This is an optimization exercise on Yosys and OpenROAD, whose aim is small area, not a production implementation. Function was checked by simulation only, so behaviour that the tests miss may differ from the original. In every run shown here, the design's own scripts or RTL, not TritonCTS, make the clock network. No driver is modelled on the clock port, so clock power and skew are understated where the tree is cut down; a real chip needs a root buffer or a tree. No activity file was given, so power comes from the tool's default toggle rates.

### flow/design.v
module counter_1000(clk,rst,statechange,a_last);
input clk,rst;
output reg [1:0] statechange;
output a_last;
localparam [3:0] PA = 4'ha;
localparam [6:0] PB = 7'h2a;
reg [3:0] qa;
reg [6:0] qb;
wire [3:0] a = qa ^ PA;
wire [6:0] b = qb ^ PB;
assign a_last = a[0] & a[1] & a[3];                     
wire b_last = b[1] & b[2] & b[3] & b[5] & ~b[6];        
always @(posedge clk)
begin
    qa <= ((rst | a_last) ? 4'd0 : {a[2:0], ~(a[3] ^ a[0])}) ^ PA;
    qb <= ((rst | b_last) ? 7'd0 : {b[5:0], ~(b[6] ^ b[0])}) ^ PB;
    if (rst)
        statechange <= 2'd0;
    else if (a_last & b_last)
        statechange <= statechange + 1'b1;
end
endmodule
module TrigSignal(clk_1m,rst,a_last,trig);
input clk_1m,rst,a_last;
output reg trig;
localparam [13:0] P = 14'h2aaa;
reg [13:0] q;
reg z;
wire [13:0] c = q ^ P;
wire c_last = (c & 14'h3bbd) == 14'h0a88;
always @(posedge clk_1m)
begin
    q    <= ((rst | c_last) ? 14'd0 : {c[12:0], ~(c[13] ^ c[11] ^ c[3] ^ c[0])}) ^ P;
    z    <= rst | (a_last & c_last);
    trig <= ~rst & (z | (trig & ~(c[1] & c[12])));
end
endmodule
module PosCounter(clk_1m,rst,echo,dis_count);
input clk_1m,rst,echo;
output reg [15:0] dis_count;
reg [3:0] c16;
reg w;
reg [3:0] d1, d2, d3, d4, hk;
wire idle = d1[3] & d1[1];
wire e0 = ~w & hk[3] & hk[1] & hk[0] & d4[2] & d3[3] & d2[2] & d2[0] & (&d1[2:0]) & ~c16[2];
wire e1 = w & hk[3] & hk[2] & d4[0] & (&d3[2:0]) & d2[2] & d2[0] & ~c16[2];
wire frc = rst | ~echo;       
wire zc  = frc | idle;        
wire zd  = zc | e0 | e1;      
wire [31:0] ctab = 32'h44100908;
wire cy1 = ctab[{w, c16}];
wire cy2 = cy1 & d1[3] & d1[0];
wire cy3 = cy2 & d2[3] & d2[0];
wire cy4 = cy3 & d3[3] & d3[0];
wire cy5 = cy4 & d4[3] & d4[0];
function [3:0] binc;
    input [3:0] d;
    input ci;
    begin
        binc[0] = d[0] ^ ci;
        binc[1] = d[1] ^ (ci & d[0] & ~d[3]);
        binc[2] = d[2] ^ (ci & d[0] & d[1]);
        binc[3] = (d[3] & ~(ci & d[0])) | (ci & d[0] & d[1] & d[2]);
    end
endfunction
wire [3:0] n1 = binc(d1, cy1);
wire [3:0] n2 = binc(d2, cy2);
wire [3:0] n3 = binc(d3, cy3);
wire [3:0] n4 = binc(d4, cy4);
wire [3:0] nh = cy5 ? {hk[2:0], ~(hk[3] ^ hk[0])} : hk;
wire [3:0] nc = {c16[2:0], c16[3] ^ c16[2] ^ ~(|c16[2:0])};
always @(posedge clk_1m)
begin
    c16 <= zc ? 4'd0 : nc;
    w   <= ~zc & (e0 | (w & ~e1));
    d1  <= {frc | (~zd & n1[3]), ~zd & n1[2], frc | (~zd & n1[1]), ~zd & n1[0]};
    d2  <= zd ? 4'd0 : n2;
    d3  <= zd ? 4'd0 : n3;
    d4  <= zd ? 4'd0 : n4;
    hk  <= zd ? 4'd0 : nh;
end
always @(posedge clk_1m)
begin
    if (rst)
        dis_count <= 16'd0;
    else if (~echo & ~idle)
        dis_count <= {d4, d3, d2, d1};
end
endmodule  
module Showdigit(in,LED_activating_counter,out1,out2);
input [15:0] in;
input [1:0] LED_activating_counter;
output [6:0] out1;
output reg [3:0] out2;
reg [3:0] outnumber;
always @(*)
begin
    case(LED_activating_counter)
    2'b00: begin out2 = 4'b0111; outnumber = in[15:12]; end
    2'b01: begin out2 = 4'b1011; outnumber = in[11:8]; end
    2'b10: begin out2 = 4'b1101; outnumber = in[7:4]; end
    default: begin out2 = 4'b1110; outnumber = in[3:0]; end
    endcase
end
wire A = outnumber[3], B = outnumber[2], C = outnumber[1], D = outnumber[0];
wire sa = A | C | (B & D) | (~B & ~D);
wire sb = ~B | (~C & ~D) | (C & D);
wire sc = B | ~C | D;
wire sd = A | (~B & ~D) | (~B & C) | (C & ~D) | (B & ~C & D);
wire se = (~B & ~D) | (C & ~D);
wire sf = A | (~C & ~D) | (B & ~C) | (B & ~D);
wire sg = A | (~B & C) | (B & ~C) | (C & ~D);
assign out1 = ~{sa, sb, sc, sd, se, sf, sg};    
endmodule  
module Top(clk, rst, Trig, Echo, distance, sel);
input clk, rst, Echo;
output Trig;
output [6:0] distance;
output [3:0] sel;
wire [15:0] dis;
wire [1:0] state;
wire a_last;
counter_1000 u3(.clk(clk), .rst(rst), .statechange(state), .a_last(a_last));
TrigSignal u1(.clk_1m(clk), .rst(rst), .a_last(a_last), .trig(Trig));
PosCounter u2(.clk_1m(clk), .rst(rst), .echo(Echo), .dis_count(dis));
Showdigit u4(.in(dis),.LED_activating_counter(state),.out1(distance[6:0]),.out2(sel[3:0]));
endmodule  
### flow/flow/run.sh
#!/bin/bash
# Own layout flow: the standard synthesis, then an area re-mapping of the
# gates between its registers (registers untouched), then the standard ORFS
# steps with small port buffers and a two-level clock tree of small buffers.
set -euo pipefail
W=$PWD
F=$W/flow
R=$W/orfs/results/$FLOW_PLATFORM/Top/base
YOSYS=$FLOW_HOME/../tools/install/yosys/bin/yosys
[[ -x $YOSYS ]] || YOSYS=yosys
export LIBFILE=$FLOW_HOME/platforms/$FLOW_PLATFORM/lib/sky130_fd_sc_hd__tt_025C_1v80.lib

# 1. standard synthesis (the standard flow's own script)
bash standard.sh "$R/1_2_yosys.v" > $W/synth_standard.log 2>&1
cp "$R/1_2_yosys.v" $W/standard_1_2_yosys.v

# 2. area re-mapping of the combinational logic: ABC runs with two mappers
#    (amap, &nf) and a few random seeds, four at a time; the smallest
#    netlist is kept
export IN_V=$W/standard_1_2_yosys.v
export ABC_DONT_USE="-dont_use sky130_fd_sc_hd__probe_p_8 -dont_use sky130_fd_sc_hd__probec_p_8 -dont_use sky130_fd_sc_hd__lpflow_*"
RUNS=""
for m in amap nf; do
  for s in 0 1 2 3; do
    sed "s/^&deepsyn.*/\&deepsyn -T 45 -S $s/" $F/area_$m.abc > $W/area_${m}_$s.abc
    RUNS="$RUNS ${m}_$s"
  done
done
n=0
for r in $RUNS; do
  OUT_V=$W/remapped_$r.v ABC_SCRIPT=$W/area_$r.abc $YOSYS -c $F/remap.tcl > $W/remap_yosys_$r.log 2>&1 &
  n=$((n + 1))
  if (( n % 4 == 0 )); then wait; fi
done
wait
best=""; best_area=""
for r in $RUNS; do
  a=$($YOSYS -p "read_liberty -lib $LIBFILE; read_verilog $W/remapped_$r.v; hierarchy -top $FLOW_TOP; stat -liberty $LIBFILE" 2>&1 | tee $W/remap_stat_$r.log | awk "/Chip area for module/ {print \$NF}" || true)
  echo "$r: area $a" >> $W/remap_choice.log
  if [[ -n "$a" ]] && { [[ -z "$best" ]] || awk -v x="$a" -v y="$best_area" 'BEGIN{exit !(x < y)}'; }; then
    best=$r; best_area=$a
  fi
done
echo "kept $best ($best_area)" >> $W/remap_choice.log
cp $W/remapped_$best.v "$R/1_2_yosys.v"

# 3. the rest of the standard flow
source $F/clock.cfg
bash standard.sh "BUFFER_PORTS_ARGS=-buffer_cell sky130_fd_sc_hd__buf_1" "PRE_CTS_TCL=$F/pre_cts.tcl" finish > $W/layout.log 2>&1
### flow/flow/area_amap.abc
strash
&get -n
&deepsyn -T 45
&put
balance -l
resub -K 6 -l
rewrite -l
resub -K 6 -N 2 -l
refactor -l
resub -K 8 -l
balance -l
resub -K 8 -N 2 -l
rewrite -l
resub -K 10 -l
rewrite -z -l
resub -K 10 -N 2 -l
balance -l
resub -K 12 -l
refactor -z -l
resub -K 12 -N 2 -l
rewrite -z -l
balance -l
dch -f
amap
### flow/flow/area_nf.abc
strash
&get -n
&deepsyn -T 45
&put
balance -l
resub -K 6 -l
rewrite -l
resub -K 6 -N 2 -l
refactor -l
resub -K 8 -l
balance -l
resub -K 8 -N 2 -l
rewrite -l
resub -K 10 -l
rewrite -z -l
resub -K 10 -N 2 -l
balance -l
resub -K 12 -l
refactor -z -l
resub -K 12 -N 2 -l
rewrite -z -l
balance -l
&get -n
&dch -f
&nf -R 1000
&put
### flow/flow/clock.cfg
# clock tree: root buffer, leaf buffer, number of leaf buffers
export CLOCK_ROOT_BUF=sky130_fd_sc_hd__clkbuf_2
export CLOCK_LEAF_BUF=sky130_fd_sc_hd__clkbuf_4
export CLOCK_LEAVES=7
### flow/flow/pre_cts.tcl
# Clock distribution for this small design, in place of TritonCTS: a root
# clock buffer at the centre of the registers drives a few leaf clock
# buffers. Each leaf buffer sits at the centre of a group of nearby
# registers (k-means on register positions, at most cap registers per group)
# and drives that group's clock pins. Every register is two buffers from the
# clock port.
set block [ord::get_db_block]
set db [ord::get_db]
set root_master [$db findMaster $::env(CLOCK_ROOT_BUF)]
set leaf_master [$db findMaster $::env(CLOCK_LEAF_BUF)]
set nleaf $::env(CLOCK_LEAVES)
set clknet [$block findNet clk]

set sinks {}
foreach it [$clknet getITerms] {
  set loc [[$it getInst] getLocation]
  lappend sinks [list $it [lindex $loc 0] [lindex $loc 1]]
}
set n [llength $sinks]

# k-means, seeded with sinks spread along x
set sorted [lsort -real -index 1 $sinks]
set cent {}
for {set k 0} {$k < $nleaf} {incr k} {
  set s [lindex $sorted [expr {int(($k + 0.5) * $n / $nleaf)}]]
  lappend cent [list [lindex $s 1] [lindex $s 2]]
}
# capacitated k-means: each leaf drives at most cap registers
set cap [expr {($n + $nleaf - 1) / $nleaf + 1}]
for {set iter 0} {$iter < 30} {incr iter} {
  set pairs {}
  set i 0
  foreach s $sinks {
    for {set k 0} {$k < $nleaf} {incr k} {
      set c [lindex $cent $k]
      lappend pairs [list [expr {abs([lindex $s 1] - [lindex $c 0]) + abs([lindex $s 2] - [lindex $c 1])}] $i $k]
    }
    incr i
  }
  set pairs [lsort -real -index 0 $pairs]
  set owner [lrepeat $n -1]
  set fill [lrepeat $nleaf 0]
  foreach p $pairs {
    lassign $p d i k
    if {[lindex $owner $i] >= 0 || [lindex $fill $k] >= $cap} continue
    lset owner $i $k
    lset fill $k [expr {[lindex $fill $k] + 1}]
  }
  set groups {}
  for {set k 0} {$k < $nleaf} {incr k} { lappend groups {} }
  for {set i 0} {$i < $n} {incr i} {
    set k [lindex $owner $i]
    lset groups $k [concat [lindex $groups $k] [list [lindex $sinks $i]]]
  }
  set newcent {}
  for {set k 0} {$k < $nleaf} {incr k} {
    set g [lindex $groups $k]
    if {[llength $g] == 0} { lappend newcent [lindex $cent $k]; continue }
    set sx 0; set sy 0
    foreach s $g { set sx [expr {$sx + [lindex $s 1]}]; set sy [expr {$sy + [lindex $s 2]}] }
    lappend newcent [list [expr {$sx / [llength $g]}] [expr {$sy / [llength $g]}]]
  }
  set cent $newcent
}

proc place_new {block master name x y} {
  set inst [odb::dbInst_create $block $master $name]
  $inst setLocation [expr {int($x)}] [expr {int($y)}]
  $inst setPlacementStatus PLACED
  return $inst
}

# root buffer at the centre of the leaf buffers
set sx 0; set sy 0; set nl 0
for {set k 0} {$k < $nleaf} {incr k} {
  if {[llength [lindex $groups $k]] == 0} continue
  set c [lindex $cent $k]
  set sx [expr {$sx + [lindex $c 0]}]; set sy [expr {$sy + [lindex $c 1]}]; incr nl
}
set root [place_new $block $root_master clkbuf_root [expr {$sx / $nl}] [expr {$sy / $nl}]]
set rootnet [odb::dbNet_create $block clk_root]
$rootnet setSigType CLOCK
[$root findITerm A] connect $clknet
[$root findITerm X] connect $rootnet

for {set k 0} {$k < $nleaf} {incr k} {
  set g [lindex $groups $k]
  if {[llength $g] == 0} continue
  set c [lindex $cent $k]
  set leaf [place_new $block $leaf_master clkbuf_leaf_$k [lindex $c 0] [lindex $c 1]]
  set net [odb::dbNet_create $block clk_leaf_$k]
  $net setSigType CLOCK
  [$leaf findITerm A] connect $rootnet
  [$leaf findITerm X] connect $net
  foreach s $g {
    set it [lindex $s 0]
    $it disconnect
    $it connect $net
  }
  puts "clock leaf $k: [llength $g] registers"
}
global_connect
$clknet setSigType CLOCK

# the tree is complete: clock_tree_synthesis has nothing left to do
rename clock_tree_synthesis ""
proc clock_tree_synthesis {args} {
  puts "clock_tree_synthesis skipped: clock buffers already inserted"
}
### flow/flow/remap.tcl
# Re-map the combinational logic of the standard synthesis netlist for area.
# Every flip-flop instance of the standard synthesis is kept as it is (same
# name, same cell); only the gates between them are re-synthesised by ABC.
yosys read_liberty -ignore_miss_func $::env(LIBFILE)
yosys blackbox sky130_fd_sc_hd__dfxtp_1
yosys read_verilog $::env(IN_V)
yosys hierarchy -top $::env(FLOW_TOP)
yosys flatten
yosys opt -purge
yosys abc -script $::env(ABC_SCRIPT) -liberty $::env(LIBFILE) {*}$::env(ABC_DONT_USE)
yosys opt_clean -purge
yosys hilomap -singleton -hicell sky130_fd_sc_hd__conb_1 HI -locell sky130_fd_sc_hd__conb_1 LO
yosys insbuf -buf sky130_fd_sc_hd__buf_1 A X
yosys opt_clean -purge
yosys write_verilog -noattr -nohex -nodec -selected $::env(OUT_V)
### flow/standard.sh
#!/bin/bash
# synth_recipe.tcl (not shown) runs the flow's synth.tcl, then flattens the netlist and writes it again
# the make line also repeats each setting of config.mk as NAME=value (left out here)
make -C /OpenROAD-flow-scripts/flow DESIGN_CONFIG=/design/flow/config.mk WORK_HOME=/design/flow/orfs CLKGATE_MAP_FILE= SYNTH_SCRIPT=/design/flow/synth_recipe.tcl "${@:-finish}"
### flow/config.mk
export PLATFORM = sky130hd
export DESIGN_NAME = Top
export DESIGN_NICKNAME = Top
export VERILOG_FILES = /design/flow/design.v
export SDC_FILE = /design/flow/constraint.sdc
export NUM_CORES = 4
export LEC_CHECK = 0
export CAP_MARGIN = 0
export CORE_MARGIN = 2
export CORE_UTILIZATION = 70
export GPL_TIMING_DRIVEN = 0
export PLACE_DENSITY = 0.85
export SLEW_MARGIN = 0
### flow/constraint.sdc
create_clock -name core_clock -period 1000.0 [get_ports {clk}]
set_input_delay 200.0000 -clock core_clock [delete_from_list [all_inputs] [get_ports {clk}]]
set_output_delay 200.0000 -clock core_clock [all_outputs]
set_load 0.01 [all_outputs]
==> impl_metrics.env, run 1 <==
export IMPL_status="timing/DRC/antenna clean"
export IMPL_grt_max_degree=20
export IMPL_ctsHoldBuffers=0
export IMPL_combPwrFrac=0.033
export IMPL_rrSetupSlack_ps=997110
export IMPL_place_congestion=0.784
export IMPL_crit_path_start_kind="register"
export IMPL_first_global_vias=1718
export IMPL_holdCritStartpoint="u1.q[10]$_SDFF_PP0_"
export IMPL_avgSynthCellArea_um2=9.57
export IMPL_rsz0062_at_grt="false"
export IMPL_core_area_mm2=0.00334
export IMPL_finalCritPeriodShare=0.202
export IMPL_p_sw_frac=0.218
export IMPL_start_util=0.732
export IMPL_via_per_inst=5.78
export IMPL_required_ps=800000
export IMPL_r2r_end="u2.hk[1]$_SDFFE_PN0P_"
export IMPL_die_area_mm2=0.00398
export IMPL_cts_resized=0
export IMPL_area_growth_pct=7.07
export IMPL_p_clk_frac=0.271
export IMPL_crit_fanout=9
export IMPL_final_setup_tns_ps=0
export IMPL_p_int_w=0.00000322
export IMPL_ioPinCount=15
export IMPL_dr_pass1_iters=4
export IMPL_drive_above_1_share=0.0361
export IMPL_synth_area_mm2=0.00244
export IMPL_diodes=0
export IMPL_fin_worst_skew_ps=15.3
export IMPL_antenna_found_initial=0
export IMPL_drt_iter0_markers=88
export IMPL_synth_nets=258
export IMPL_setup_slack_ps=797750
export IMPL_nets=282
export IMPL_p_per_area_mw_per_mm2=1.58
export IMPL_grt_ovfl_total=0
export IMPL_ant_nets=0
export IMPL_final_common_cell="dfxtp_1"
export IMPL_leakage_nw=0.992
export IMPL_die_height_um=63.1
export IMPL_arrival_ps=2250
export IMPL_final_cell_mix="70 x dfxtp_1, 35 x nor2_1, 26 x a21oi_1"
export IMPL_worstSkewPairLatency_ps=430
export IMPL_path_clk_slew_ps=100
export IMPL_min_to="u1.q[11]$_DFF_P_"
export IMPL_rows=21
export IMPL_maxSlewHeadroom=0.411
export IMPL_seq_power_share=0.695
export IMPL_tightest_slew_ps=880
export IMPL_grt_total_usage=0.233
export IMPL_setup_viol_count_final=0
export IMPL_post_place_ws_ps=797640
export IMPL_slew_violations=0
export IMPL_clock_fmax_ghz=0.00494
export IMPL_grt_pass1_wl_mm=7.75
export IMPL_postSynthCellCount=255
export IMPL_port_buffers=14
export IMPL_wire_per_inst_um=13.7
export IMPL_wl_mm=4.41
export IMPL_endpoint_kind="output port"
export IMPL_post_cts_buffers=0
export IMPL_vias=1866
export IMPL_hold_class="reg2reg"
export IMPL_max_cap_violations=0
export IMPL_fin_crit_ps=202250
export IMPL_rr_startpoint="u2.c16[1]$_SDFF_PP0_"
export IMPL_crit_type="reg2out"
export IMPL_reg2reg_depth=9
export IMPL_yosysWarnings=4
export IMPL_hold_viol=0
export IMPL_p_sw_w=0.000000900
export IMPL_vdd_drop_max_mv=0.00135
export IMPL_drc=0
export IMPL_dp_hpwl_mm=3.17
export IMPL_whs_path_depth=1
export IMPL_fp_dieW_um=63.1
==> state kept, by name, indices dropped and copies added, names as in the netlist, 2 cells and up <==
signal and count:
u2.dis_count 16, u1.q 14, u3.qb 7, u2.c16 4, u2.d1 4, u2.d2 4, u2.d3 4, u2.d4 4
u2.hk 4, u3.qa 4, u3.statechange 2
==> metal layers <==
layer,part of all wire,GRT usage,vias up
li1,-,-,974
met1,0.50,0.340,843
met2,0.45,0.387,42
met3,0.042,0.0196,7
met4,0.015,0.0361,0
met5,0,0,-
==> how the worst max path moves through the flow <==
stage	startpoint	cells past startpoint	endpoint
final	u3.statechange[0]$_SDFFE_PP0P_	7	distance[6]
after floorplan	u3.statechange[0]$_SDFFE_PP0P_	6	distance[6]
after CTS	rst	8	u2.hk[1]$_SDFFE_PN0P_
after detailed placement	rst	8	u2.hk[3]$_SDFFE_PN0P_
after global placement	rst	4	u2.dis_count[10]$_SDFFE_PP0P_
after global routing	u3.statechange[0]$_SDFFE_PP0P_	7	distance[6]
==> critical path, stage by stage, from the launching register on <==
cell	delay (ps)
dfxtp_1	500
or2_0	250
o22ai_1	100
nor2_1	290
a21oi_1	160
nor2b_1	180
nor4_1	160
buf_1	180
==> power groups by stage <==
| stage | registers [W] | logic, W | clock network, W |
|---|---|---|---|
| detailed placement | 0.00000293 | 0.000000137 | 0 |
| global placement | 0.00000293 | 0.000000133 | 0 |
| global route | 0.00000287 | 0.000000158 | 0.00000125 |
| finish | 0.00000287 | 0.000000138 | 0.00000112 |
| floorplan | 0.00000292 | 0.0000000974 | 0 |
| CTS | 0.00000293 | 0.000000138 | 0.000000838 |
==> per-stage QoR <==
stage                     cells  cell area, um^2  hold slack (ps)  utilization  total power (W)
final                       323             2610              374        0.783       0.00000412
after CTS                   323             2610              347        0.783       0.00000391
after detailed placement    315             2560              350        0.766       0.00000307
after global routing        323             2610              400        0.783       0.00000428
after global placement      315             2550              344        0.765       0.00000306
after floorplan             255             2440              343            -       0.00000302
==> cell type report <==
| cell class | instances | area, um^2 |
|---|---|---|
| Timing Repair Buffer | 14 | 52.6 |
| Multi-Input combinational cell | 180 | 1030 |
| Inverter | 5 | 18.8 |
| Fill cell | 233 | 723 |
| Sequential cell | 70 | 1400 |
| Buffer | 8 | 57.6 |
| Tap cell | 46 | 57.6 |
==> run 2: changes to the inputs <==
--- a/flow/flow/run.sh
+++ b/flow/flow/run.sh
@@ -15,12 +15,12 @@
 cp "$R/1_2_yosys.v" $W/standard_1_2_yosys.v
 
 # 2. area re-mapping of the combinational logic: ABC runs with two mappers
-#    (amap, &nf) and a few random seeds, four at a time; the smallest
-#    netlist is kept
+#    (amap, &nf; &nf also after a second resynthesis pass) and a few random
+#    seeds, four at a time; the smallest netlist is kept
 export IN_V=$W/standard_1_2_yosys.v
 export ABC_DONT_USE="-dont_use sky130_fd_sc_hd__probe_p_8 -dont_use sky130_fd_sc_hd__probec_p_8 -dont_use sky130_fd_sc_hd__lpflow_*"
 RUNS=""
-for m in amap nf; do
+for m in amap nf nf2; do
   for s in 0 1 2 3; do
     sed "s/^&deepsyn.*/\&deepsyn -T 45 -S $s/" $F/area_$m.abc > $W/area_${m}_$s.abc
     RUNS="$RUNS ${m}_$s"
==> flow/flow/area_nf2.abc (new file) <==
strash
&get -n
&deepsyn -T 45
&put
balance -l
resub -K 6 -l
rewrite -l
resub -K 6 -N 2 -l
refactor -l
resub -K 8 -l
balance -l
resub -K 8 -N 2 -l
rewrite -l
resub -K 10 -l
rewrite -z -l
resub -K 10 -N 2 -l
balance -l
resub -K 12 -l
refactor -z -l
resub -K 12 -N 2 -l
rewrite -z -l
balance -l
balance -l
resub -K 6 -l
rewrite -l
resub -K 6 -N 2 -l
refactor -l
resub -K 8 -l
balance -l
resub -K 8 -N 2 -l
rewrite -l
resub -K 10 -l
rewrite -z -l
resub -K 10 -N 2 -l
balance -l
resub -K 12 -l
refactor -z -l
resub -K 12 -N 2 -l
rewrite -z -l
balance -l
&get -n
&dch -f
&nf -R 1000
&put
==> run 2 against run 1 <==
Still clean on timing, DRC and antenna. Combinational power barely moved. Critical path type unchanged. Global-route usage is 0.65 points lower. Cell area barely moved. Largest cell class unchanged. Total power is 0.11% lower. Final cell count unchanged. Largest power group unchanged. Synthesized area decreased by 0.10%. Highest routed layer unchanged. Worst setup slack got worse by 67 ps.
==> impl_metrics.env, run 2 <==
export IMPL_status="timing/DRC/antenna clean"
export IMPL_cp_num_buf_inv=1
export IMPL_finalCritPeriodShare=0.202
export IMPL_grt_pass1_wl_mm=7.62
export IMPL_place_congestion=0.773
export IMPL_port_buffers=14
export IMPL_clock_fmax_ghz=0.00494
export IMPL_die_height_um=63.0
export IMPL_first_global_vias=1799
export IMPL_wire_per_inst_um=13.2
export IMPL_nets=282
export IMPL_drt_iter0_markers=148
export IMPL_rr_startpoint="u2.c16[1]$_SDFF_PP0_"
export IMPL_arrival_ps=2310
export IMPL_largest_reg_flops=16
export IMPL_wl_mm=4.28
export IMPL_grt_ovfl_total=0
export IMPL_start_util=0.731
export IMPL_whs_ps=364
export IMPL_fin_worst_skew_ps=25.9
export IMPL_drive_above_1_share=0.0361
export IMPL_largest_register="u2.dis_count"
export IMPL_crit_path_start_kind="register"
export IMPL_leakage_nw=0.978
export IMPL_avgSynthCellArea_um2=9.56
export IMPL_min_to="u3.qb[5]$_DFF_P_"
export IMPL_rrSetupSlack_ps=997230
export IMPL_p_sw_w=0.000000897
export IMPL_dr_pass1_iters=4
export IMPL_rows=21
export IMPL_synth_nets=258
export IMPL_cp_cell_sequence="or2_0, o22ai_1, nor2_1, a21oi_1, nor2b_1, nor4_1, buf_1"
export IMPL_final_cells=323
export IMPL_reg2reg_depth=9
export IMPL_final_cell_mix="70 x dfxtp_1, 35 x nor2_1, 26 x a21oi_1"
export IMPL_whs_path_depth=1
export IMPL_post_route_util=0.783
export IMPL_diodes=0
export IMPL_core_area_mm2=0.00334
export IMPL_crit_fanout=9
export IMPL_r2r_end="u2.hk[2]$_SDFFE_PN0P_"
export IMPL_grt_max_degree=20
export IMPL_ant_nets=0
export IMPL_vdd_drop_max_mv=0.00131
export IMPL_hold_class="reg2reg"
export IMPL_final_setup_tns_ps=0
export IMPL_setup_viol_count_final=0
export IMPL_worstSkewPairLatency_ps=450
export IMPL_via_per_inst=5.84
export IMPL_synth_area_mm2=0.00244
export IMPL_holdCritStartpoint="u3.qb[4]$_SDFF_PP0_"
export IMPL_dp_hpwl_mm=3.09
export IMPL_ioPinCount=15
export IMPL_p_per_area_mw_per_mm2=1.58
export IMPL_max_cap_violations=0
export IMPL_combPwrFrac=0.033
export IMPL_fin_crit_ps=202320
export IMPL_grt_total_usage=0.226
export IMPL_maxSlewHeadroom=0.385
export IMPL_cts_resized=0
export IMPL_dp_cells=315
export IMPL_crit_path_top_delay_cell="dfxtp_1"
export IMPL_seq_power_share=0.695
export IMPL_rsz0062_at_grt="false"
export IMPL_final_common_cell="dfxtp_1"
export IMPL_antenna_found_initial=0
export IMPL_reg_top3="u2.dis_count x16, u1.q x14, u3.qb x7"
export IMPL_critPathTopFamily="simple AND/OR/NAND/NOR gates"
export IMPL_die_area_mm2=0.00397
export IMPL_yosysWarnings=4
export IMPL_endpoint_kind="output port"
export IMPL_hold_viol=0
export IMPL_crit_type="reg2out"
export IMPL_required_ps=800000
export IMPL_fp_dieW_um=63.0
export IMPL_tightest_slew_ps=919
export IMPL_p_int_w=0.00000322
export IMPL_area_growth_pct=7.08
export IMPL_vias=1885
export IMPL_drc=0
export IMPL_post_place_ws_ps=797520
export IMPL_post_cts_buffers=0
export IMPL_p_sw_frac=0.218
export IMPL_slew_violations=0
export IMPL_p_clk_frac=0.271
export IMPL_postSynthCellCount=255
export IMPL_cp_slowest_stage_delay_ps=480
export IMPL_path_clk_slew_ps=100
export IMPL_ctsHoldBuffers=0
export IMPL_setup_slack_ps=797690
run 2: cell type report:
type                    count  area, um^2
fillers                   246         726
multi-input cells         180        1020
flip-flops and latches     70        1400
plain buffers               8        57.6
well taps                  46        57.6
repair buffers             14        52.6
inverters                   5        18.8
run 2: power groups by stage:
stage | clock, W | sequential [W] | combinational, W
after floorplan | 0 | 0.00000292 | 0.0000000971
after global placement | 0 | 0.00000293 | 0.000000131
after detailed placement | 0 | 0.00000293 | 0.000000134
after CTS | 0.000000837 | 0.00000293 | 0.000000135
after global routing | 0.00000124 | 0.00000287 | 0.000000155
final | 0.00000112 | 0.00000286 | 0.000000136
run 2: worst max-delay path by stage:
stage | start | endpoint | slack [ps] | cells past startpoint
floorplan | u3.statechange[0]$_SDFFE_PP0P_ | distance[6] | 798260 | 6
global placement | rst | u2.dis_count[13]$_SDFFE_PP0P_ | 797620 | 4
detailed placement | rst | u2.dis_count[15]$_SDFFE_PP0P_ | 797520 | 4
CTS | rst | u2.dis_count[15]$_SDFFE_PP0P_ | 797530 | 4
global route | u3.statechange[0]$_SDFFE_PP0P_ | distance[6] | 797480 | 7
finish | u3.statechange[0]$_SDFFE_PP0P_ | distance[6] | 797690 | 7
run 2: metal layers:
layer  vias up  track usage  routed length [um]
met5         -            0                   0
met2        43        0.372                1860
met3        10       0.0216                 192
met4         0       0.0389                  83
li1        972            -                   -
met1       860        0.329                2140
run 2: worst register-to-register path: cells and delay by family (launching register included):
family / cells / cell delay (ps)
and+or+nand+nor: 4 / 1250
AOI/OAI and AO/OA: 4 / 920
DFF: 1 / 370
buffers and inverters: 1 / 100
run 2: per-stage QoR:
step / cell area, um^2 / total power [W]
2_1_floorplan: 2440 / 0.00000302
3_3_place_gp: 2550 / 0.00000306
3_5_place_dp: 2550 / 0.00000306
4_1_cts: 2610 / 0.00000390
5_1_grt: 2610 / 0.00000427
6_report: 2610 / 0.00000412

==> separate check: timing with driven ports <==
The flow's constraints put no driver on any port. The routed layouts listed below were extracted and timed again, unchanged, in two steps.
Step 1: set_driving_cell puts a clkbuf_16 on clk and a buf_2 on each other input, an assumption about the parent block.
Step 2 times the ports against the registers' clock, not the clock port: input delays grow and output delays shrink by t, the midpoint of the rising clock arrivals with the driver on.
Three values: ideal ports, drivers, drivers and shift; two values: the first two.
| run | t, ns | slack for setup (ns) | clock arrival spread, ns |
|---|---|---|---|
| run 1 | 0.450 | 797.752 / 797.728 / 797.652 | 0.015 / 0.015 |
| run 2 | 0.460 | 797.685 / 797.664 / 797.718 | 0.033 / 0.034 |
After both steps every run listed still meets setup and hold. The setup slack of run 1, which loses most, moves by -0.024 ns with the drivers and by -0.100 ns with both steps.
